Source: an optimization exercise on an open RTL-to-GDS flow (aim: small area, a short achievable clock period and few clock cycles). Production flows keep margins and buffers that such runs may drop. Function not checked in this run: the RTL went through the layout flow alone.

`design.v`:
```
`timescale 1ns/1ns
module Controller(input clk, rst, start, compare, flag, output InitYin, InitW1, InitW2, InitB, InitFlag, InitAlpha, LdX1, LdX2, LdT, Select2, LdYin, LdFlag, LdAlphaT, LdW1, LdW2, LdB,ReadEn,Ready, output [1:0] Select1, Sel1, Sel2);
	reg initYin, initW1, initW2, initB, initFlag, initAlpha, ldX1, ldX2, ldT, select2, ldYin, ldFlag, ldAlphaT, ldW1, ldW2, ldB;
	reg [1:0] select1, sel1, sel2;
	reg [3:0] ns, ps;
	reg ldCnt, cntDown;
	reg readEn, ready;
	wire co;
	reg [7:0] Cout;
	always@(ps, start, co, compare, flag)begin
		ns = 4'b0;
		case(ps)
			4'b0000: begin
				ns = (start)? 4'b0001 : 4'b0000;
			  end
			4'b0001: begin
				ns = 4'b0010;
				end
			4'b0010: begin
				ns = 4'b0011;
				end
			4'b0011: begin
				ns = 4'b0100;
				end
			4'b0100: begin
				ns = 4'b0101;
				end
			4'b0101: begin
				ns = compare ? 4'b0110 : 4'b1010;
				end
			4'b0110: begin
				ns = 4'b0111;
				end
			4'b0111: begin
				ns = 4'b1000;
				end
			4'b1000: begin
				ns = 4'b1001;
				end
			4'b1001: begin
				ns = 4'b1010;
				end
			4'b1010: begin
				ns = (co == 0) ? 4'b0010 : 
				     (flag == 1) ? 4'b1011 : 
				     (flag == 0) ? 4'b0000 : 4'b1010;
				end
			4'b1011: begin
			  ns = 4'b0010;
			  end
			default: ns = 4'b0000;
		endcase
	end
	always@(ps)begin
		{initYin, initW1, initW2, initB, initFlag, ldCnt, initAlpha, ldX1, ldX2, ldT, cntDown, select2, ldYin, ldFlag, ldAlphaT, ldW1, ldW2, ldB} = 18'b0;
		readEn = 1'b0;
		ready = 1'b0;
		select1 = 2'b0;
		sel1 = 2'b0;
		sel2 = 2'b0;
		case(ps)
			4'b0000: begin
				ready = 1;
			  end
			4'b0001: begin
				initW1 = 1;
				initW2 = 1;
				initB = 1;
				initYin = 1;
				ldCnt = 1;
				initAlpha = 1;
				end
			4'b0010: begin
				ldX1 = 1;
				ldX2 = 1;
				ldT = 1;
				cntDown = 1;
				readEn = 1;
				end
			4'b0011: begin
				sel1 = 2'b00;
				sel2 = 2'b01;
				select1 = 2'b01;
				select2 = 1;
				ldYin = 1;
				end
			4'b0100: begin
				sel1 = 2'b01;
				sel2 = 2'b10;
				select1 = 2'b00;
				select2 = 1;
				ldYin = 1;
				end
			4'b0101: begin
				end
			4'b0110: begin
				sel1 = 2'b10;
				sel2 = 2'b0;
				ldAlphaT = 1;
				ldFlag = 1;
				end
			4'b0111: begin
				sel1 = 2'b11;
				sel2 = 2'b01;
				select2 = 1;
				select1 = 2'b10;
				ldW1 = 1;
				end
			4'b1000: begin
				sel1 = 2'b11;
				sel2 = 2'b10;
				select2 = 1;
				select1 = 2'b11;
				ldW2 = 1;
				end
			4'b1001: begin
				select2 = 0;
				select1 = 2'b01;
				ldB = 1;
				end
			4'b1010: begin
				end
			4'b1011: begin
			  ldCnt = 1;
			  initFlag = 1;
			  end
		endcase
	end
	always@(posedge clk,posedge rst)begin
		if(rst) ps <= 4'b0000;
		else ps <= ns;
	end
	always@(posedge clk, posedge rst)begin
	  if(rst)
	    Cout = 8'b11001000;
	  else begin
	    if(ldCnt) Cout <= 8'b11001000;
	    else if(cntDown) Cout <= Cout - 1;
	  end
  end
  assign co = ~|{Cout};
  assign InitYin = initYin;
  assign InitW1 = initW1;
  assign InitW2 = initW2;
  assign InitB = initB;
  assign InitFlag = initFlag;
  assign LdCnt = ldCnt;
  assign InitAlpha = initAlpha;
  assign LdX1 = ldX1;
  assign LdX2 = ldX2;
  assign LdT = ldT;
  assign CntDown = cntDown;
  assign Select1 = select1;
  assign Select2 = select2;
  assign LdYin = ldYin;
  assign LdFlag = ldFlag;
  assign LdAlphaT = ldAlphaT;
  assign LdW1 = ldW1;
  assign LdW2 = ldW2;
  assign LdB = ldB;
  assign Sel1 = sel1;
  assign Sel2 = sel2;
  assign ReadEn = readEn;
  assign Ready = ready;
endmodule
`timescale 1ns/1ns
module FlagReg(input clk,rst,loadData,initVal, output out);
  reg outData;
  assign out = outData;
  always@(posedge clk, posedge rst)begin
    if(rst) outData <= 1'b0;
    else
    begin
      if(initVal) outData <= 1'b0;
      else
    begin
    if (loadData) outData <= 1'b1;
    else outData <= outData;
    end
  end
  end
endmodule
`timescale 1ns/1ns
module Reg2bit(input clk,rst,loadData,initVal, input [1:0] inData, output[1:0] out);
  reg [1:0] outData;
  assign out = outData;
  always@(posedge clk, posedge rst)begin
    if(rst) outData <= 2'b0;
    else
    begin
      if(initVal) outData <= 2'b0;
      else
    begin
    if (loadData) outData <= inData;
    else outData <= outData;
    end
  end
  end
endmodule
`timescale 1ns/1ns
module Reg3bit(input clk,rst,loadData,initVal, input [2:0] inData, output[2:0] out);
  reg [2:0] outData;
  assign out = outData;
  always@(posedge clk, posedge rst)begin
    if(rst) outData <= 3'b0;
    else
    begin
      if(initVal) outData <= 3'b0;
      else
    begin
    if (loadData) outData <= inData;
    else outData <= outData;
    end
  end
  end
endmodule
`timescale 1ns/1ns
module Reg7bit(input clk,rst,loadData,initVal, input [6:0] inData, output[6:0] out);
  reg [6:0] outData;
  assign out = outData;
  always@(posedge clk, posedge rst)begin
    if(rst) outData <= 7'b0;
    else
    begin
      if(initVal) outData <= 7'b0;
      else
    begin
    if (loadData) outData <= inData;
    else outData <= outData;
    end
  end
  end
endmodule
`timescale 1ns/1ns
module Reg14bit(input clk,rst,loadData,initVal, input [13:0] inData, output[13:0] out);
  reg [13:0] outData;
  assign out = outData;
  always@(posedge clk, posedge rst)begin
    if(rst) outData <= 14'b0;
    else
    begin
      if(initVal) outData <= 14'b0;
      else
    begin
    if (loadData) outData <= inData;
    else outData <= outData;
    end
  end
  end
endmodule
`timescale 1ns/1ns
module Mux2to1(input select, input [13:0]in1,in2, output [13:0]MuxOut);
  assign MuxOut = ~select ? in1 : in2;
endmodule
`timescale 1ns/1ns
module Mux4to1(input [1:0]select, input [13:0]in1,in2,in3,in4, output [13:0]MuxOut);
  assign MuxOut = select==2'b00 ? in1 :
          select==2'b01 ? in2 :
          select==2'b10 ? in3 :
          select==2'b11 ? in4 : 14'bz;
endmodule
`timescale 1ns/1ns
module adder( input [13:0] op1, op2, output [13:0] result );
  assign result = op1 + op2;
endmodule
`timescale 1ns/1ns
module multiplier( input [13:0] op1, op2, output [13:0] result );
  wire [27:0] w;
  wire signed [13:0] operand1,operand2;
  assign operand1 = op1;
  assign operand2 = op2;
  assign w = operand1 * operand2;
  assign result = w[21:8];
endmodule
`timescale 1ns/1ns
module DataPath(input clk,rst, input [6:0] x1Data,x2Data, input [1:0] tData, input InitYin, InitW1, InitW2, InitB, InitFlag, InitAlpha, LdX1, LdX2, LdT, Select2, LdYin, LdFlag, LdAlphaT, LdW1, LdW2, LdB, input [1:0]  Select1, Sel1, Sel2, output compare, flag, output[1:0] signYin, output[13:0] w1,w2,b,Yin);
  wire [6:0] x1,x2;
  wire [1:0] t;
  wire [2:0] alpha,alphaT;
  wire [13:0] AddOut,MultOut,MultOp1,MultOp2,AddOp1,AddOp2;
  wire [13:0] castedT,castedAlphaT,castedAlpha,castedX1,castedX2;
  assign castedT = t[1] ? {4'b1111, t, 8'b0}: {4'b0, t, 8'b0};
  assign castedAlphaT = alphaT[2] ? {5'b11111, alphaT, 6'b0}: {5'b0, alphaT, 6'b0};
  assign castedAlpha = alpha[2] ? {5'b11111, alpha, 6'b0}: {5'b0, alpha, 6'b0};
  assign castedX1 = x1[6] ? {3'b111, x1, 4'b0}: {3'b0, x1, 4'b0};
  assign castedX2 = x2[6] ? {3'b111, x2, 4'b0}: {3'b0, x2, 4'b0};
  FlagReg FLAG(clk,rst,LdFlag,InitFlag, flag);
  Reg2bit T(clk,rst,LdT,1'b0,tData,t);
  Reg3bit ALPHA(clk,rst,InitAlpha,1'b0,3'b011, alpha);
  Reg3bit ALPHAT(clk,rst,LdAlphaT,1'b0,MultOut[8:6], alphaT);
  Reg7bit X1(clk,rst,LdX1,1'b0,x1Data, x1);
  Reg7bit X2(clk,rst,LdX2,1'b0,x2Data, x2);
  Reg14bit W1(clk,rst,LdW1,InitW1,AddOut, w1);
  Reg14bit W2(clk,rst,LdW2,InitW2,AddOut, w2);
  Reg14bit B (clk,rst,LdB,InitB,AddOut, b);
  Reg14bit YIN (clk,rst,LdYin,InitYin,AddOut, Yin);
  Mux4to1 MULTOP1(Sel1,w1,w2,castedT,castedAlphaT, MultOp1);
  Mux4to1 MULTOP2(Sel2,castedAlpha,castedX1,castedX2,14'b0, MultOp2);
  Mux4to1 ADDOP1(Select1,Yin,b,w1,w2, AddOp1);
  Mux2to1 ADDOP2(Select2,castedAlphaT,MultOut, AddOp2);
  multiplier MULTIPLIER(MultOp1,MultOp2, MultOut);
  adder ADDER(AddOp1,AddOp2, AddOut);
  assign compare = (Yin == 14'b0) ? 1 : (Yin[13] ^ t[1]);
  assign signYin = Yin[13] ? 2'b11 : 2'b01;  
endmodule
`timescale 1ns/1ns
module LearningMachine(input clk,rst, start, input [6:0] x1Data,x2Data, input [1:0] tData, output[1:0] signYin, output[13:0] w1,w2,b,Yin,output ReadEn, Ready);
  reg busy, rdEn, valid;
  reg xlast, flag;
  reg [7:0] cnt;      
  reg [6:0] x1, x2;
  reg [3:0] o1, o2;      
  reg [2:0] tw1, tw2;    
  reg t;
  reg [11:0] u1, u2;
  reg [7:0] v;
  reg [13:0] yReg;
  wire [13:0] ya, yb;
  wire [11:0] u1n, u2n;
  wire n1;
  wire n2;
  wire n3;
  wire n4;
  wire n5;
  wire n6;
  wire n7;
  wire n8;
  wire n9;
  wire n10;
  wire n11;
  wire n12;
  wire n13;
  wire n14;
  wire n15;
  wire n16;
  wire n17;
  wire n18;
  wire n19;
  wire n20;
  wire n21;
  wire n22;
  wire n23;
  wire n24;
  wire n25;
  wire n26;
  wire n27;
  wire n28;
  wire n29;
  wire n30;
  wire n31;
  wire n32;
  wire n33;
  wire n34;
  wire n35;
  wire n36;
  wire n37;
  wire n38;
  wire n39;
  wire n40;
  wire n41;
  wire n42;
  wire n43;
  wire n44;
  wire n45;
  wire n46;
  wire n47;
  wire n48;
  wire n49;
  wire n50;
  wire n51;
  wire n52;
  wire n53;
  wire n54;
  wire n55;
  wire n56;
  wire n57;
  wire n58;
  wire n59;
  wire n60;
  wire n61;
  wire n62;
  wire n63;
  wire n64;
  wire n65;
  wire n66;
  wire n67;
  wire n68;
  wire n69;
  wire n70;
  wire n71;
  wire n72;
  wire n73;
  wire n74;
  wire n75;
  wire n76;
  wire n77;
  wire n78;
  wire n79;
  wire n80;
  wire n81;
  wire n82;
  wire n83;
  wire n84;
  wire n85;
  wire n86;
  wire n87;
  wire n88;
  wire n89;
  wire n90;
  wire n91;
  wire n92;
  wire n93;
  wire n94;
  wire n95;
  wire n96;
  wire n97;
  wire n98;
  wire n99;
  wire s100;
  wire c101;
  wire s102;
  wire c103;
  wire s104;
  wire c105;
  wire s106;
  wire c107;
  wire s108;
  wire c109;
  wire t110;
  wire s111;
  wire c112;
  wire t113;
  wire s114;
  wire c115;
  wire s116;
  wire c117;
  wire t118;
  wire s119;
  wire c120;
  wire t121;
  wire s122;
  wire c123;
  wire t124;
  wire s125;
  wire c126;
  wire t127;
  wire s128;
  wire c129;
  wire t130;
  wire s131;
  wire c132;
  wire t133;
  wire s134;
  wire c135;
  wire t136;
  wire s137;
  wire c138;
  wire t139;
  wire s140;
  wire c141;
  wire t142;
  wire s143;
  wire c144;
  wire t145;
  wire s146;
  wire c147;
  wire t148;
  wire s149;
  wire c150;
  wire t151;
  wire s152;
  wire c153;
  wire t154;
  wire s155;
  wire c156;
  wire t157;
  wire s158;
  wire c159;
  wire t160;
  wire s161;
  wire c162;
  wire t163;
  wire s164;
  wire c165;
  wire t166;
  wire s167;
  wire c168;
  wire s169;
  wire c170;
  wire t171;
  wire s172;
  wire c173;
  wire t174;
  wire s175;
  wire c176;
  wire s177;
  wire c178;
  wire t179;
  wire s180;
  wire c181;
  wire s182;
  wire c183;
  wire s184;
  wire c185;
  wire s186;
  wire c187;
  wire s188;
  wire c189;
  wire s190;
  wire c191;
  wire s192;
  wire c193;
  wire s194;
  wire c195;
  wire s196;
  wire c197;
  wire s198;
  wire c199;
  wire t200;
  wire s201;
  wire c202;
  wire t203;
  wire s204;
  wire c205;
  wire t206;
  wire s207;
  wire c208;
  wire t209;
  wire s210;
  wire c211;
  wire t212;
  wire s213;
  wire c214;
  wire t215;
  wire s216;
  wire c217;
  wire t218;
  wire s219;
  wire c220;
  wire t221;
  wire s222;
  wire c223;
  wire t224;
  wire s225;
  wire c226;
  wire t227;
  wire s228;
  wire c229;
  wire t230;
  wire s231;
  wire c232;
  wire t233;
  wire s234;
  wire c235;
  wire t236;
  wire s237;
  wire c238;
  wire t239;
  wire s240;
  wire c241;
  wire t242;
  wire s243;
  wire c244;
  wire t245;
  wire s246;
  wire c247;
  wire t248;
  wire s249;
  wire c250;
  wire t251;
  wire s252;
  wire c253;
  wire s254;
  wire c255;
  wire s256;
  wire c257;
  wire s258;
  wire c259;
  wire s260;
  wire c261;
  wire s262;
  wire c263;
  wire t264;
  wire s265;
  wire c266;
  wire t267;
  wire s268;
  wire c269;
  wire t270;
  wire s271;
  wire c272;
  wire t273;
  wire s274;
  wire c275;
  wire t276;
  wire s277;
  wire c278;
  wire t279;
  wire s280;
  wire c281;
  wire t282;
  wire s283;
  wire c284;
  wire t285;
  wire s286;
  wire c287;
  wire t288;
  wire s289;
  wire c290;
  wire s291;
  wire c292;
  wire s293;
  wire c294;
  wire s295;
  wire c296;
  wire s297;
  wire c298;
  wire s299;
  wire c300;
  wire t301;
  wire s302;
  wire c303;
  wire t304;
  wire s305;
  wire c306;
  wire t307;
  wire s308;
  wire c309;
  wire t310;
  wire s311;
  wire c312;
  wire t313;
  wire s314;
  wire c315;
  wire t316;
  wire s317;
  wire c318;
  wire t319;
  wire s320;
  wire c321;
  wire t322;
  wire s323;
  wire c324;
  wire t325;
  wire s326;
  wire c327;
  wire s328;
  wire c329;
  wire s330;
  wire c331;
  wire s332;
  wire c333;
  wire s334;
  wire c335;
  wire s336;
  wire c337;
  wire s338;
  wire c339;
  wire s340;
  wire c341;
  wire s342;
  wire c343;
  wire s344;
  wire c345;
  wire s346;
  wire c347;
  wire s348;
  wire c349;
  wire s350;
  wire c351;
  wire s352;
  wire c353;
  wire s354;
  wire c355;
  wire g356;
  wire g357;
  wire p358;
  wire g359;
  wire p360;
  wire g361;
  wire p362;
  wire g363;
  wire p364;
  wire g365;
  wire p366;
  wire g367;
  wire p368;
  wire i369;
  wire g370;
  wire g371;
  wire i372;
  wire i373;
  wire g374;
  wire p375;
  wire g376;
  wire p377;
  wire i378;
  wire i379;
  wire g380;
  wire p381;
  wire g382;
  wire p383;
  wire g384;
  wire i385;
  wire g386;
  wire i387;
  wire g388;
  wire g389;
  wire g390;
  wire p391;
  wire i392;
  wire i393;
  wire g394;
  wire p395;
  wire i396;
  wire g397;
  wire g398;
  wire g399;
  wire i400;
  wire g401;
  wire g402;
  wire i403;
  wire g404;
  wire y405;
  wire y406;
  wire y407;
  wire y408;
  wire y409;
  wire y410;
  wire y411;
  wire y412;
  wire y413;
  wire y414;
  wire y415;
  wire y416;
  wire y417;
  assign n1 = ((o1[0] & u1[0])) ^ x1[1];
  assign n2 = ((o1[0] & u1[1]) | (tw1[0] & u1[0])) ^ x1[1];
  assign n3 = ((o1[0] & u1[2]) | (tw1[0] & u1[1])) ^ x1[1];
  assign n4 = ((o1[0] & u1[3]) | (tw1[0] & u1[2])) ^ x1[1];
  assign n5 = ((o1[0] & u1[4]) | (tw1[0] & u1[3])) ^ x1[1];
  assign n6 = ((o1[0] & u1[5]) | (tw1[0] & u1[4])) ^ x1[1];
  assign n7 = ((o1[0] & u1[6]) | (tw1[0] & u1[5])) ^ x1[1];
  assign n8 = ((o1[0] & u1[7]) | (tw1[0] & u1[6])) ^ x1[1];
  assign n9 = ((o1[0] & u1[8]) | (tw1[0] & u1[7])) ^ x1[1];
  assign n10 = ((o1[0] & u1[9]) | (tw1[0] & u1[8])) ^ x1[1];
  assign n11 = ((o1[0] & u1[10]) | (tw1[0] & u1[9])) ^ x1[1];
  assign n12 = ((o1[0] & u1[11]) | (tw1[0] & u1[10])) ^ x1[1];
  assign n13 = ~(((o1[0] & u1[11]) | (tw1[0] & u1[11])) ^ x1[1]);
  assign n14 = ((o1[1] & u1[0])) ^ x1[3];
  assign n15 = ((o1[1] & u1[1]) | (tw1[1] & u1[0])) ^ x1[3];
  assign n16 = ((o1[1] & u1[2]) | (tw1[1] & u1[1])) ^ x1[3];
  assign n17 = ((o1[1] & u1[3]) | (tw1[1] & u1[2])) ^ x1[3];
  assign n18 = ((o1[1] & u1[4]) | (tw1[1] & u1[3])) ^ x1[3];
  assign n19 = ((o1[1] & u1[5]) | (tw1[1] & u1[4])) ^ x1[3];
  assign n20 = ((o1[1] & u1[6]) | (tw1[1] & u1[5])) ^ x1[3];
  assign n21 = ((o1[1] & u1[7]) | (tw1[1] & u1[6])) ^ x1[3];
  assign n22 = ((o1[1] & u1[8]) | (tw1[1] & u1[7])) ^ x1[3];
  assign n23 = ((o1[1] & u1[9]) | (tw1[1] & u1[8])) ^ x1[3];
  assign n24 = ((o1[1] & u1[10]) | (tw1[1] & u1[9])) ^ x1[3];
  assign n25 = ((o1[1] & u1[11]) | (tw1[1] & u1[10])) ^ x1[3];
  assign n26 = ~(((o1[1] & u1[11]) | (tw1[1] & u1[11])) ^ x1[3]);
  assign n27 = ((o1[2] & u1[0])) ^ x1[5];
  assign n28 = ((o1[2] & u1[1]) | (tw1[2] & u1[0])) ^ x1[5];
  assign n29 = ((o1[2] & u1[2]) | (tw1[2] & u1[1])) ^ x1[5];
  assign n30 = ((o1[2] & u1[3]) | (tw1[2] & u1[2])) ^ x1[5];
  assign n31 = ((o1[2] & u1[4]) | (tw1[2] & u1[3])) ^ x1[5];
  assign n32 = ((o1[2] & u1[5]) | (tw1[2] & u1[4])) ^ x1[5];
  assign n33 = ((o1[2] & u1[6]) | (tw1[2] & u1[5])) ^ x1[5];
  assign n34 = ((o1[2] & u1[7]) | (tw1[2] & u1[6])) ^ x1[5];
  assign n35 = ((o1[2] & u1[8]) | (tw1[2] & u1[7])) ^ x1[5];
  assign n36 = ((o1[2] & u1[9]) | (tw1[2] & u1[8])) ^ x1[5];
  assign n37 = ((o1[2] & u1[10]) | (tw1[2] & u1[9])) ^ x1[5];
  assign n38 = ((o1[2] & u1[11]) | (tw1[2] & u1[10])) ^ x1[5];
  assign n39 = (o1[3] & u1[0]);
  assign n40 = x1[6] & ~((o1[3] & u1[0]));
  assign n41 = ((o1[3] & u1[1])) ^ x1[6];
  assign n42 = ((o1[3] & u1[2])) ^ x1[6];
  assign n43 = ((o1[3] & u1[3])) ^ x1[6];
  assign n44 = ((o1[3] & u1[4])) ^ x1[6];
  assign n45 = ((o1[3] & u1[5])) ^ x1[6];
  assign n46 = ((o1[3] & u1[6])) ^ x1[6];
  assign n47 = ((o1[3] & u1[7])) ^ x1[6];
  assign n48 = ((o1[3] & u1[8])) ^ x1[6];
  assign n49 = ((o1[3] & u1[9])) ^ x1[6];
  assign n50 = n1 & x1[1] & n2;
  assign n51 = ((o2[0] & u2[0])) ^ x2[1];
  assign n52 = ((o2[0] & u2[1]) | (tw2[0] & u2[0])) ^ x2[1];
  assign n53 = ((o2[0] & u2[2]) | (tw2[0] & u2[1])) ^ x2[1];
  assign n54 = ((o2[0] & u2[3]) | (tw2[0] & u2[2])) ^ x2[1];
  assign n55 = ((o2[0] & u2[4]) | (tw2[0] & u2[3])) ^ x2[1];
  assign n56 = ((o2[0] & u2[5]) | (tw2[0] & u2[4])) ^ x2[1];
  assign n57 = ((o2[0] & u2[6]) | (tw2[0] & u2[5])) ^ x2[1];
  assign n58 = ((o2[0] & u2[7]) | (tw2[0] & u2[6])) ^ x2[1];
  assign n59 = ((o2[0] & u2[8]) | (tw2[0] & u2[7])) ^ x2[1];
  assign n60 = ((o2[0] & u2[9]) | (tw2[0] & u2[8])) ^ x2[1];
  assign n61 = ((o2[0] & u2[10]) | (tw2[0] & u2[9])) ^ x2[1];
  assign n62 = ((o2[0] & u2[11]) | (tw2[0] & u2[10])) ^ x2[1];
  assign n63 = ~(((o2[0] & u2[11]) | (tw2[0] & u2[11])) ^ x2[1]);
  assign n64 = ((o2[1] & u2[0])) ^ x2[3];
  assign n65 = ((o2[1] & u2[1]) | (tw2[1] & u2[0])) ^ x2[3];
  assign n66 = ((o2[1] & u2[2]) | (tw2[1] & u2[1])) ^ x2[3];
  assign n67 = ((o2[1] & u2[3]) | (tw2[1] & u2[2])) ^ x2[3];
  assign n68 = ((o2[1] & u2[4]) | (tw2[1] & u2[3])) ^ x2[3];
  assign n69 = ((o2[1] & u2[5]) | (tw2[1] & u2[4])) ^ x2[3];
  assign n70 = ((o2[1] & u2[6]) | (tw2[1] & u2[5])) ^ x2[3];
  assign n71 = ((o2[1] & u2[7]) | (tw2[1] & u2[6])) ^ x2[3];
  assign n72 = ((o2[1] & u2[8]) | (tw2[1] & u2[7])) ^ x2[3];
  assign n73 = ((o2[1] & u2[9]) | (tw2[1] & u2[8])) ^ x2[3];
  assign n74 = ((o2[1] & u2[10]) | (tw2[1] & u2[9])) ^ x2[3];
  assign n75 = ((o2[1] & u2[11]) | (tw2[1] & u2[10])) ^ x2[3];
  assign n76 = ~(((o2[1] & u2[11]) | (tw2[1] & u2[11])) ^ x2[3]);
  assign n77 = ((o2[2] & u2[0])) ^ x2[5];
  assign n78 = ((o2[2] & u2[1]) | (tw2[2] & u2[0])) ^ x2[5];
  assign n79 = ((o2[2] & u2[2]) | (tw2[2] & u2[1])) ^ x2[5];
  assign n80 = ((o2[2] & u2[3]) | (tw2[2] & u2[2])) ^ x2[5];
  assign n81 = ((o2[2] & u2[4]) | (tw2[2] & u2[3])) ^ x2[5];
  assign n82 = ((o2[2] & u2[5]) | (tw2[2] & u2[4])) ^ x2[5];
  assign n83 = ((o2[2] & u2[6]) | (tw2[2] & u2[5])) ^ x2[5];
  assign n84 = ((o2[2] & u2[7]) | (tw2[2] & u2[6])) ^ x2[5];
  assign n85 = ((o2[2] & u2[8]) | (tw2[2] & u2[7])) ^ x2[5];
  assign n86 = ((o2[2] & u2[9]) | (tw2[2] & u2[8])) ^ x2[5];
  assign n87 = ((o2[2] & u2[10]) | (tw2[2] & u2[9])) ^ x2[5];
  assign n88 = ((o2[2] & u2[11]) | (tw2[2] & u2[10])) ^ x2[5];
  assign n89 = ((o2[3] & u2[0])) ^ x2[6];
  assign n90 = ((o2[3] & u2[1])) ^ x2[6];
  assign n91 = ((o2[3] & u2[2])) ^ x2[6];
  assign n92 = ((o2[3] & u2[3])) ^ x2[6];
  assign n93 = ((o2[3] & u2[4])) ^ x2[6];
  assign n94 = ((o2[3] & u2[5])) ^ x2[6];
  assign n95 = ((o2[3] & u2[6])) ^ x2[6];
  assign n96 = ((o2[3] & u2[7])) ^ x2[6];
  assign n97 = ((o2[3] & u2[8])) ^ x2[6];
  assign n98 = ((o2[3] & u2[9])) ^ x2[6];
  assign n99 = n51 & x2[1] & n52;
  LM_fa fs100(x1[3], x2[3], n3, s100, c101);
  LM_fa fs102(x1[5], x2[5], n5, s102, c103);
  LM_ha hs104(n6, n17, s104, c105);
  LM_fa fs106(x2[6], n7, n18, s106, c107);
  LM_fa fs108(n29, n39, n57, s108, c109);
  LM_x2 xt110(n8, n19, t110);
  LM_x2 xs111(t110, n30, s111);
  LM_mj mc112(n8, n19, n30, c112);
  LM_x2 xt113(n40, n41, t113);
  LM_x2 xs114(t113, n58, s114);
  LM_mj mc115(n40, n41, n58, c115);
  LM_ha hs116(n69, n80, s116, c117);
  LM_x2 xt118(v[0], n9, t118);
  LM_x2 xs119(t118, n20, s119);
  LM_mj mc120(v[0], n9, n20, c120);
  LM_x2 xt121(n31, n42, t121);
  LM_x2 xs122(t121, n59, s122);
  LM_mj mc123(n31, n42, n59, c123);
  LM_x2 xt124(n70, n81, t124);
  LM_x2 xs125(t124, n91, s125);
  LM_mj mc126(n70, n81, n91, c126);
  LM_x2 xt127(v[1], n10, t127);
  LM_x2 xs128(t127, n21, s128);
  LM_mj mc129(v[1], n10, n21, c129);
  LM_x2 xt130(n32, n43, t130);
  LM_x2 xs131(t130, n60, s131);
  LM_mj mc132(n32, n43, n60, c132);
  LM_x2 xt133(n71, n82, t133);
  LM_x2 xs134(t133, n92, s134);
  LM_mj mc135(n71, n82, n92, c135);
  LM_x2 xt136(v[2], n11, t136);
  LM_x2 xs137(t136, n22, s137);
  LM_mj mc138(v[2], n11, n22, c138);
  LM_x2 xt139(n33, n44, t139);
  LM_x2 xs140(t139, n61, s140);
  LM_mj mc141(n33, n44, n61, c141);
  LM_x2 xt142(n72, n83, t142);
  LM_x2 xs143(t142, n93, s143);
  LM_mj mc144(n72, n83, n93, c144);
  LM_x2 xt145(v[3], n12, t145);
  LM_x2 xs146(t145, n23, s146);
  LM_mj mc147(v[3], n12, n23, c147);
  LM_x2 xt148(n34, n45, t148);
  LM_x2 xs149(t148, n62, s149);
  LM_mj mc150(n34, n45, n62, c150);
  LM_x2 xt151(n73, n84, t151);
  LM_x2 xs152(t151, n94, s152);
  LM_mj mc153(n73, n84, n94, c153);
  LM_x2 xt154(v[4], n13, t154);
  LM_x2 xs155(t154, n24, s155);
  LM_mj mc156(v[4], n13, n24, c156);
  LM_x2 xt157(n35, n46, t157);
  LM_x2 xs158(t157, n63, s158);
  LM_mj mc159(n35, n46, n63, c159);
  LM_x2 xt160(n74, n85, t160);
  LM_x2 xs161(t160, n95, s161);
  LM_mj mc162(n74, n85, n95, c162);
  LM_x2 xt163(1'b1, v[5], t163);
  LM_x2 xs164(t163, n25, s164);
  LM_mj mc165(1'b1, v[5], n25, c165);
  LM_x2 xt166(n36, n47, t166);
  LM_x2 xs167(t166, n75, s167);
  LM_mj mc168(n36, n47, n75, c168);
  LM_ha hs169(n86, n96, s169, c170);
  LM_x2 xt171(1'b1, v[6], t171);
  LM_x2 xs172(t171, n26, s172);
  LM_mj mc173(1'b1, v[6], n26, c173);
  LM_x2 xt174(n37, n48, t174);
  LM_x2 xs175(t174, n76, s175);
  LM_mj mc176(n37, n48, n76, c176);
  LM_ha hs177(n87, n97, s177, c178);
  LM_x2 xt179(v[7], n38, t179);
  LM_x2 xs180(t179, n49, s180);
  LM_mj mc181(v[7], n38, n49, c181);
  LM_ha hs182(n88, n98, s182, c183);
  LM_fa fs184(n14, n50, n53, s184, c185);
  LM_fa fs186(n4, n15, n54, s186, c187);
  LM_fa fs188(n16, n27, n55, s188, c189);
  LM_ha hs190(n66, n77, s190, c191);
  LM_fa fs192(n28, n56, n67, s192, c193);
  LM_fa fs194(n78, s104, c103, s194, c195);
  LM_fa fs196(n68, n79, n89, s196, c197);
  LM_fa fs198(c105, s106, s108, s198, c199);
  LM_x2 xt200(n90, s116, t200);
  LM_x2 xs201(t200, c107, s201);
  LM_mj mc202(n90, s116, c107, c202);
  LM_x2 xt203(c109, s111, t203);
  LM_x2 xs204(t203, s114, s204);
  LM_mj mc205(c109, s111, s114, c205);
  LM_x2 xt206(c117, c112, t206);
  LM_x2 xs207(t206, c115, s207);
  LM_mj mc208(c117, c112, c115, c208);
  LM_x2 xt209(s119, s122, t209);
  LM_x2 xs210(t209, s125, s210);
  LM_mj mc211(s119, s122, s125, c211);
  LM_x2 xt212(c120, c123, t212);
  LM_x2 xs213(t212, c126, s213);
  LM_mj mc214(c120, c123, c126, c214);
  LM_x2 xt215(s128, s131, t215);
  LM_x2 xs216(t215, s134, s216);
  LM_mj mc217(s128, s131, s134, c217);
  LM_x2 xt218(c129, c132, t218);
  LM_x2 xs219(t218, c135, s219);
  LM_mj mc220(c129, c132, c135, c220);
  LM_x2 xt221(s137, s140, t221);
  LM_x2 xs222(t221, s143, s222);
  LM_mj mc223(s137, s140, s143, c223);
  LM_x2 xt224(c138, c141, t224);
  LM_x2 xs225(t224, c144, s225);
  LM_mj mc226(c138, c141, c144, c226);
  LM_x2 xt227(s146, s149, t227);
  LM_x2 xs228(t227, s152, s228);
  LM_mj mc229(s146, s149, s152, c229);
  LM_x2 xt230(c147, c150, t230);
  LM_x2 xs231(t230, c153, s231);
  LM_mj mc232(c147, c150, c153, c232);
  LM_x2 xt233(s155, s158, t233);
  LM_x2 xs234(t233, s161, s234);
  LM_mj mc235(s155, s158, s161, c235);
  LM_x2 xt236(s169, c156, t236);
  LM_x2 xs237(t236, c159, s237);
  LM_mj mc238(s169, c156, c159, c238);
  LM_x2 xt239(c162, s164, t239);
  LM_x2 xs240(t239, s167, s240);
  LM_mj mc241(c162, s164, s167, c241);
  LM_x2 xt242(c170, s177, t242);
  LM_x2 xs243(t242, c165, s243);
  LM_mj mc244(c170, s177, c165, c244);
  LM_x2 xt245(c168, s172, t245);
  LM_x2 xs246(t245, s175, s246);
  LM_mj mc247(c168, s172, s175, c247);
  LM_x2 xt248(t, c178, t248);
  LM_x2 xs249(t248, s182, s249);
  LM_mj mc250(t, c178, s182, c250);
  LM_x2 xt251(c173, c176, t251);
  LM_x2 xs252(t251, s180, s252);
  LM_mj mc253(c173, c176, s180, c253);
  LM_ha hs254(n64, n99, s254, c255);
  LM_fa fs256(n65, c101, c185, s256, c257);
  LM_fa fs258(s190, c187, s102, s258, c259);
  LM_fa fs260(c191, c189, s192, s260, c261);
  LM_fa fs262(c193, s196, c195, s262, c263);
  LM_x2 xt264(c197, s201, t264);
  LM_x2 xs265(t264, c199, s265);
  LM_mj mc266(c197, s201, c199, c266);
  LM_x2 xt267(c202, c205, t267);
  LM_x2 xs268(t267, s207, s268);
  LM_mj mc269(c202, c205, s207, c269);
  LM_x2 xt270(c208, c211, t270);
  LM_x2 xs271(t270, s213, s271);
  LM_mj mc272(c208, c211, s213, c272);
  LM_x2 xt273(c214, c217, t273);
  LM_x2 xs274(t273, s219, s274);
  LM_mj mc275(c214, c217, s219, c275);
  LM_x2 xt276(c220, c223, t276);
  LM_x2 xs277(t276, s225, s277);
  LM_mj mc278(c220, c223, s225, c278);
  LM_x2 xt279(c226, c229, t279);
  LM_x2 xs280(t279, s231, s280);
  LM_mj mc281(c226, c229, s231, c281);
  LM_x2 xt282(c232, c235, t282);
  LM_x2 xs283(t282, s237, s283);
  LM_mj mc284(c232, c235, s237, c284);
  LM_x2 xt285(c238, s243, t285);
  LM_x2 xs286(t285, c241, s286);
  LM_mj mc287(c238, s243, c241, c287);
  LM_x2 xt288(c244, s249, t288);
  LM_x2 xs289(t288, c247, s289);
  LM_mj mc290(c244, s249, c247, c290);
  LM_ha hs291(s254, s100, s291, c292);
  LM_fa fs293(c255, s186, s256, s293, c294);
  LM_fa fs295(s188, c257, s258, s295, c296);
  LM_fa fs297(c259, s194, s260, s297, c298);
  LM_fa fs299(c261, s198, s262, s299, c300);
  LM_x2 xt301(s204, c263, t301);
  LM_x2 xs302(t301, s265, s302);
  LM_mj mc303(s204, c263, s265, c303);
  LM_x2 xt304(s210, c266, t304);
  LM_x2 xs305(t304, s268, s305);
  LM_mj mc306(s210, c266, s268, c306);
  LM_x2 xt307(s216, c269, t307);
  LM_x2 xs308(t307, s271, s308);
  LM_mj mc309(s216, c269, s271, c309);
  LM_x2 xt310(s222, c272, t310);
  LM_x2 xs311(t310, s274, s311);
  LM_mj mc312(s222, c272, s274, c312);
  LM_x2 xt313(s228, c275, t313);
  LM_x2 xs314(t313, s277, s314);
  LM_mj mc315(s228, c275, s277, c315);
  LM_x2 xt316(s234, c278, t316);
  LM_x2 xs317(t316, s280, s317);
  LM_mj mc318(s234, c278, s280, c318);
  LM_x2 xt319(s240, c281, t319);
  LM_x2 xs320(t319, s283, s320);
  LM_mj mc321(s240, c281, s283, c321);
  LM_x2 xt322(s246, c284, t322);
  LM_x2 xs323(t322, s286, s323);
  LM_mj mc324(s246, c284, s286, c324);
  LM_x2 xt325(s252, c287, t325);
  LM_x2 xs326(t325, s289, s326);
  LM_mj mc327(s252, c287, s289, c327);
  assign ya = {c324, c321, c318, c315, c312, c309, c306, c303, c300, c298, c296, c294, c292, s291};
  assign yb = {s326, s323, s320, s317, s314, s311, s308, s305, s302, s299, s297, s295, s293, s184};
  LM_ha hs328(s291, s184, s328, c329);
  LM_ha hs330(c292, s293, s330, c331);
  LM_ha hs332(c294, s295, s332, c333);
  LM_ha hs334(c296, s297, s334, c335);
  LM_ha hs336(c298, s299, s336, c337);
  LM_ha hs338(c300, s302, s338, c339);
  LM_ha hs340(c303, s305, s340, c341);
  LM_ha hs342(c306, s308, s342, c343);
  LM_ha hs344(c309, s311, s344, c345);
  LM_ha hs346(c312, s314, s346, c347);
  LM_ha hs348(c315, s317, s348, c349);
  LM_ha hs350(c318, s320, s350, c351);
  LM_ha hs352(c321, s323, s352, c353);
  LM_ha hs354(c324, s326, s354, c355);
  LM_gi qg356(c331, s330, c329, g356);
  LM_gpi qg357(c335, s334, c333, s332, g357, p358);
  LM_gpi qg359(c339, s338, c337, s336, g359, p360);
  LM_gpi qg361(c343, s342, c341, s340, g361, p362);
  LM_gpi qg363(c347, s346, c345, s344, g363, p364);
  LM_gpi qg365(c351, s350, c349, s348, g365, p366);
  LM_gpi qg367(c355, s354, c353, s352, g367, p368);
  assign i369 = ~g356;
  LM_gi qg370(c333, s332, i369, g370);
  LM_go qg371(g357, p358, g356, g371);
  assign i372 = ~g359;
  assign i373 = ~p360;
  LM_gpi qg374(c341, s340, i372, i373, g374, p375);
  LM_gpo qg376(g361, p362, g359, p360, g376, p377);
  assign i378 = ~g363;
  assign i379 = ~p364;
  LM_gpi qg380(c349, s348, i378, i379, g380, p381);
  LM_gpo qg382(g365, p366, g363, p364, g382, p383);
  LM_gi qg384(c337, s336, g371, g384);
  assign i385 = ~g371;
  LM_go qg386(g359, p360, i385, g386);
  assign i387 = ~g371;
  LM_go qg388(g374, p375, i387, g388);
  LM_gi qg389(g376, p377, g371, g389);
  LM_gpi qg390(c353, s352, g382, p383, g390, p391);
  assign i392 = ~g382;
  assign i393 = ~p383;
  LM_gpo qg394(g367, p368, i392, i393, g394, p395);
  assign i396 = ~g389;
  LM_gi qg397(c345, s344, i396, g397);
  LM_go qg398(g363, p364, g389, g398);
  LM_go qg399(g380, p381, g389, g399);
  assign i400 = ~g389;
  LM_gi qg401(g382, p383, i400, g401);
  LM_go qg402(g390, p391, g389, g402);
  assign i403 = ~g389;
  LM_gi qg404(g394, p395, i403, g404);
  assign y405 = s330 ^ c329;
  assign y406 = s332 ^ ~g356;
  assign y407 = s334 ^ ~g370;
  assign y408 = s336 ^ g371;
  assign y409 = s338 ^ ~g384;
  assign y410 = s340 ^ g386;
  assign y411 = s342 ^ g388;
  assign y412 = s344 ^ ~g389;
  assign y413 = s346 ^ ~g397;
  assign y414 = s348 ^ g398;
  assign y415 = s350 ^ g399;
  assign y416 = s352 ^ ~g401;
  assign y417 = s354 ^ g402;
  assign yt = {y417, y416, y415, y414, y413, y412, y411, y410, y409, y408, y407, y406, y405, s328};
  wire [5:0] xl1 = x1[5:0] ^ {6{t}};
  wire xs1 = x1[6] ^ t;
  assign u1n = u1 + {4'd0, ~xs1, xs1, xl1} + {4'd0, ~xs1, xl1, t} + {4'b1111, 6'd0, t, 1'b0};
  wire [5:0] xl2 = x2[5:0] ^ {6{t}};
  wire xs2 = x2[6] ^ t;
  assign u2n = u2 + {4'd0, ~xs2, xs2, xl2} + {4'd0, ~xs2, xl2, t} + {4'b1111, 6'd0, t, 1'b0};
  wire [13:0] yt;    
  wire [13:0] y = {yt[13] ^ t, yt[12:0]};
  wire [13:0] zx = ya ^ yb ^ {ya[12:0] | yb[12:0], 1'b0} ^ {t, 13'd0};
  wire [3:0] zn;
  LM_nd4 zn0(~zx[3:0], zn[0]);
  LM_nd4 zn1(~zx[7:4], zn[1]);
  LM_nd4 zn2(~zx[11:8], zn[2]);
  LM_nd4 zn3({2'b11, ~zx[13:12]}, zn[3]);
  wire yzero;
  LM_nr4 zr(zn, yzero);
  wire mis = yzero | yt[13];
  wire upd = valid & mis;
  wire clr = ~busy & start;
  wire [7:0] vn = v + {{6{t}}, ~t, 1'b1};    
  wire last = (cnt == 8'd14);
  function [6:0] booth(input [6:0] x);
    reg [8:0] e;
    integer i;
    begin
      e = {x[6], x, 1'b0};
      for (i = 0; i < 4; i = i + 1)
        booth[i] = e[2*i+1] ^ e[2*i];
      for (i = 0; i < 3; i = i + 1)
        booth[4+i] = (e[2*i+2] & ~e[2*i+1] & ~e[2*i]) | (~e[2*i+2] & e[2*i+1] & e[2*i]);
    end
  endfunction
  wire [6:0] bd1 = booth(x1Data);
  wire [6:0] bd2 = booth(x2Data);
  always @(posedge clk) begin
    x1 <= x1Data; x2 <= x2Data; t <= tData[1];
    o1 <= bd1[3:0]; tw1 <= bd1[6:4];
    o2 <= bd2[3:0]; tw2 <= bd2[6:4];
  end
  always @(posedge clk) begin
    if (!busy) begin
      xlast <= 1'b0; flag <= 1'b0; cnt <= 8'd1;
    end else begin
      if (rdEn) begin
        xlast <= last;
        cnt <= last ? 8'd1 : {cnt[6:0], cnt[7] ^ cnt[5] ^ cnt[4] ^ cnt[3]};
      end
      if (rdEn && last) flag <= 1'b0;
      else if (upd && !xlast) flag <= 1'b1;
    end
  end
  always @(posedge clk, posedge rst) begin
    if (rst) begin
      busy <= 1'b0; rdEn <= 1'b0; valid <= 1'b0;
      u1 <= 12'd0; u2 <= 12'd0; v <= 8'd0; yReg <= 14'd0;
    end else begin
      if (valid) yReg <= y;
      u1 <= upd ? u1n : u1 & {12{~clr}};
      u2 <= upd ? u2n : u2 & {12{~clr}};
      v <= upd ? vn : v & {8{~clr}};
      if (!busy) begin
        if (start) begin
          busy <= 1'b1; rdEn <= 1'b1; valid <= 1'b0;
        end
      end else begin
        valid <= rdEn;
        if (rdEn && last) begin
          rdEn <= flag | upd;
        end else if (!rdEn && xlast && valid) begin
          rdEn <= mis;
          busy <= mis;
        end
      end
    end
  end
  assign w1 = {u1, 2'b00};
  assign w2 = {u2, 2'b00};
  assign b = {v, 6'b0};
  assign Yin = yReg;
  assign signYin = {yReg[13], 1'b1};
  assign ReadEn = rdEn;
  assign Ready = ~busy;
endmodule
module LM_nd4(input [3:0] a, output y);
  assign y = ~&a;
endmodule
module LM_nr4(input [3:0] a, output y);
  assign y = ~|a;
endmodule
module LM_gpi(input gh, ph, gl, pl, output gn, pn);
  assign gn = ~(gh | (ph & gl));
  assign pn = ~(ph & pl);
endmodule
module LM_gi(input gh, ph, gl, output gn);
  assign gn = ~(gh | (ph & gl));
endmodule
module LM_gpo(input ghn, phn, gln, pln, output g, p);
  assign g = ~(ghn & (phn | gln));
  assign p = ~(phn | pln);
endmodule
module LM_go(input ghn, phn, gln, output g);
  assign g = ~(ghn & (phn | gln));
endmodule
module LM_x2(input a, b, output y);
  assign y = a ^ b;
endmodule
module LM_mj(input a, b, c, output y);
  assign y = (a & b) | (a & c) | (b & c);
endmodule
module LM_fa(input a, b, c, output s, co);
  assign s = a ^ b ^ c;
  assign co = (a & b) | (a & c) | (b & c);
endmodule
module LM_ha(input a, b, output s, co);
  assign s = a ^ b;
  assign co = a & b;
endmodule
module LM_gp(input gh, ph, gl, pl, output g, p);
  assign g = gh | (ph & gl);
  assign p = ph & pl;
endmodule
module LM_g(input gh, ph, gl, output g);
  assign g = gh | (ph & gl);
endmodule
```
`flow/run.sh`:
```
#!/bin/bash
set -euo pipefail
bash standard.sh SETUP_SLACK_MARGIN=7 'BUFFER_PORTS_ARGS=-buffer_cell sky130_fd_sc_hd__buf_1' finish > standard_make.log 2>&1
```
`standard.sh`:
```
#!/bin/bash
# synth_recipe.tcl (not shown) runs the flow's synth.tcl, then flattens the netlist and writes it again
# the make line also repeats each setting of config.mk as NAME=value (left out here)
make -C /OpenROAD-flow-scripts/flow DESIGN_CONFIG=/design/flow/config.mk WORK_HOME=/design/flow/orfs CLKGATE_MAP_FILE= SYNTH_SCRIPT=/design/flow/synth_recipe.tcl "${@:-finish}"
```
`config.mk`:
```
export PLATFORM = sky130hd
export DESIGN_NAME = LearningMachine
export DESIGN_NICKNAME = LearningMachine
export VERILOG_FILES = /design/flow/design.v
export SDC_FILE = /design/flow/constraint.sdc
export NUM_CORES = 4
export LEC_CHECK = 0
export ABC_CLOCK_PERIOD_IN_PS = 5000
export CAP_MARGIN = 20
export CORE_MARGIN = 2
export CORE_UTILIZATION = 40
export SETUP_SLACK_MARGIN = 5
export SLEW_MARGIN = 20
export SYNTH_HIERARCHICAL = 1
export SYNTH_MINIMUM_KEEP_SIZE = 0
```
`constraint.sdc`:
```
create_clock -name core_clock -period 12.0 [get_ports {clk}]
set_input_delay 2.4000 -clock core_clock [delete_from_list [all_inputs] [get_ports {clk}]]
set_output_delay 2.4000 -clock core_clock [all_outputs]
set_load 0.01 [all_outputs]
```
==> impl_metrics.tcl <==
set metrics [dict create \
    core_area_sq_mm 0.0233 \
    pre_cts_ws_ns 6.10 \
    r2r_end "u2[11]" \
    path_delay_family "adder cells" \
    relSlewSlack 0.409 \
    reg2reg_depth 18 \
    tns_ns 0 \
    via_per_inst 5.15 \
    cp.required_ns 12.27 \
    row_count 56 \
    via_count 7282 \
    drt_iter0_markers 368 \
    startpoint_type "flip-flop" \
    die_h_microns 157 \
    antennaDiodeCount 0 \
    n_fill_cell 2328 \
    synthCells 1052 \
    h-tree-depth 3 \
    path_clk_slew_ns 0.07 \
    status "complete, no violations" \
    gp_congestion 0.829 \
    cts_inserted_buffers 9 \
    cts_root_buffer "clkbuf_16" \
    critPathMaxStageDelay_ns 0.48 \
    max_freq_mhz 209 \
    port_buffers 66 \
    nets 1203 \
    path_cells "a22oi_1, xnor2_1, fa_1, fa_1, maj3_2, xor2_1, xor2_1, ha_1, nand2_1, nor2_1, a21oi_2, o21ai_2, xor2_2, o21ai_4, buf_12, or3_1, mux2_1, o211ai_1" \
    fin_skew_ns 0.0106 \
    yosysTopAreaCell "xor2_1" \
    grt_max_degree 59 \
    ff2ff_setup_slack_ns 7.22 \
    grt_overflow_total 0 \
    synth_cell_type_count 61 \
    crit_arrival_ns 5.05 \
    dieWidth_microns 157 \
    hold_violations 0 \
    fin_crit_sh 0.398 \
    setup_ws_ns 7.22 \
    grt_usage 0.188 \
    multi_input_area_sq_mm 0.00703 \
    grt_pass1_wl_microns 36400 \
    layout-drive-gt1-share 0.182 \
    synth_edf_count 0 \
    r2r_start "u2[6]" \
    worst-path-buf-inv 1 \
    regArea_sq_mm 0.00203 \
    routed_wirelength_microns 22900 \
    hold_class "reg -> reg" \
    cts_tree "done" \
    ys_seq_area_frac 0.210 \
    post-route-drc-count 0 \
    start_util 0.403 \
    tightestPinTransition_ns 0.887 \
    yosysWarningCount 8 \
    crit_start "u2[6]" \
    synth-seq-cells 86 \
    drv_cap 0 \
    areaGrowthSynthToFinish_pct 12.4 \
    wl_per_cell_microns 16.2 \
    avgSynthCellArea_sq_um 8.91 \
    clockBufferDepth 2 \
    rsz0062_at_grt "yes" \
    clock_latency_ns 0.36 \
    grt_pass1_vias 6904 \
    endpoint_kind "flip-flop" \
    io_pins 79 \
    timing.final.crit_period_ns 4.78 \
    dr.pass1.iters 7 \
    synth_flop_cell "dfrtp_1" \
    setup_viol 0 \
    clock-sinks 86 \
    detail-route-antenna-nets 0 \
    hp-start "flag" \
    hold-path-cell-count 2 \
    crit_slowest_cell "fa_1" \
    path_max_fanout 10 \
    hold_end "flag" \
    netlist_area_sq_mm 0.00938 \
    ys_async_sr_fraction 0.570 \
    dieArea_sq_mm 0.0247 \
    synth_top_area_frac 0.149 \
    hpwl_microns 16900 \
    antenna_found_initial 0 \
    ys_top_cells_by_area "xor2_1, dfrtp_1, xnor2_1" \
    slew_violations 0 \
    critPathKind "reg -> reg" \
]
-- kinds of logic after synthesis --
family | share of synthesized area
xor+xnor | 0.267
other cells | 0.000801
buf+inv | 0.0642
fa+ha+maj | 0.213
flops | 0.210
mux | 0.0183
simple gates | 0.0862
compound gates | 0.140
-- cell usage in the layout (no fill, tap or decap), types with 28 or more instances in the layout --
cell type / n
xnor2_1: 120
xor2_1: 157
ha_1: 59
a21oi_1: 32
inv_1: 63
nand3_1: 30
nand2_1: 70
buf_1: 66
a22oi_1: 59
dfrtp_1: 28
o21ai_0: 38
maj3_2: 53
fa_1: 30
-- modules after synthesis, one instance, submodules excluded, excerpt --
module / cell area (sq um) / flops+latches
LearningMachine: 6860 / 86
LM_gpi: 12.5 / 0
LM_go: 5.00 / 0
LM_gpo: 12.5 / 0
LM_nd4: 6.26 / 0
LM_nr4: 12.5 / 0
LM_gi: 8.76 / 0
-- synthesized netlist by cell type, drive strengths merged (7+ instances only) --
cell      n
dfxtp    37
mux2i     7
buf      26
clkbuf   55
ha       61
xnor2   125
o21ai    55
fa       32
maj3     53
inv      65
nand2    71
a21o     10
xor2    160
nand2b    9
nand3    30
a22oi    64
mux2      9
nor2     29
dfrtp    49
a21oi    48
-- state kept, by name, indices dropped and copies added (netlist names) --
| name | flops |
|---|---|
| valid | 1 |
| cnt | 8 |
| tw1 | 3 |
| t | 1 |
| o1 | 4 |
| xlast | 1 |
| tw2 | 3 |
| v | 8 |
| x1 | 6 |
| rdEn | 1 |
| x2 | 6 |
| flag | 1 |
| busy | 1 |
| u2 | 12 |
| o2 | 4 |
| yReg | 14 |
| u1 | 12 |
-- cell type report --
cell class              instances  share of cell area
multi-input cells             834               0.668
flip-flops and latches         86               0.192
repair buffers                 94              0.0475
well taps                     319              0.0379
inverters                      66              0.0235
clock buffers                   9              0.0214
clock inverters                 7             0.00974
-- layer usage --
layer	GRT usage	routed length, microns
met1	0.249	10500
met2	0.310	10900
met3	0.0300	973
met4	0.0662	561
met5	0	0
-- worst register-to-register path: stages, from the launching register on --
cell and delay (ns):
dfrtp_2 0.47, a22oi_1 0.25, xnor2_1 0.20, fa_1 0.48, fa_1 0.43, maj3_2 0.35
xor2_1 0.17, xor2_1 0.18, ha_1 0.36, nand2_1 0.10, nor2_1 0.14, a21oi_2 0.08
o21ai_2 0.20, xor2_2 0.27, o21ai_4 0.11, buf_12 0.19, or3_1 0.31, mux2_1 0.31
o211ai_1 0.10
-- how the worst max path moves through the flow --
stage,endpoint,slack (ns),depth (start not counted)
after floorplan,u2[11],7.04,18
after global placement,u2[0],6.19,15
after detailed placement,u2[0],6.10,15
after CTS,u2[11],7.00,18
after global routing,u2[11],6.98,20
final,u2[11],7.22,18
-- repair_timing --
item / in CTS / in global routing
pin swaps: 3 / 9
hold buffers: 0 / 0
buffers inserted: 2 / 20
cloned: 0 / 2
gates resized for setup: 29 / 46
endpoints found under the setup margin: 34 / 7
-- metrics by stage --
stage          instance area [sq um]  hold slack (ns)  instances   util
2_1_floorplan                   9430            0.440       1067      -
3_3_place_gp                    9770            0.462       1375  0.420
3_5_place_dp                    9770            0.481       1375  0.420
4_1_cts                        10200            0.497       1393  0.437
5_1_grt                        10500            0.519       1415  0.453
6_report                       10500            0.491       1415  0.453

[static timing again, ports no longer ideal]
No port has a modelled driver above. Below, the same layout with a new extraction and two added sets of constraints.
Step 1 assumes that a clkbuf_16 drives the clock port and a buf_2 every other input.
Step 2 moves the port delays by t, midway between the first and last clock arrival at a register: inputs arrive t later, outputs are due t later. That takes back most of the time a late clock gives input paths.
a / b / c = no drivers / after step 1 / after step 2; a / b = the first two.
t, ns: 0.395
slack for setup (ns): 7.224 / 7.224 / 7.224
worst register clock-pin slew, ns: 0.07 / 0.07
After both steps setup and hold are still met in this run. The setup slack of this run moves by 0.000 ns with the drivers and by 0.000 ns with both steps.
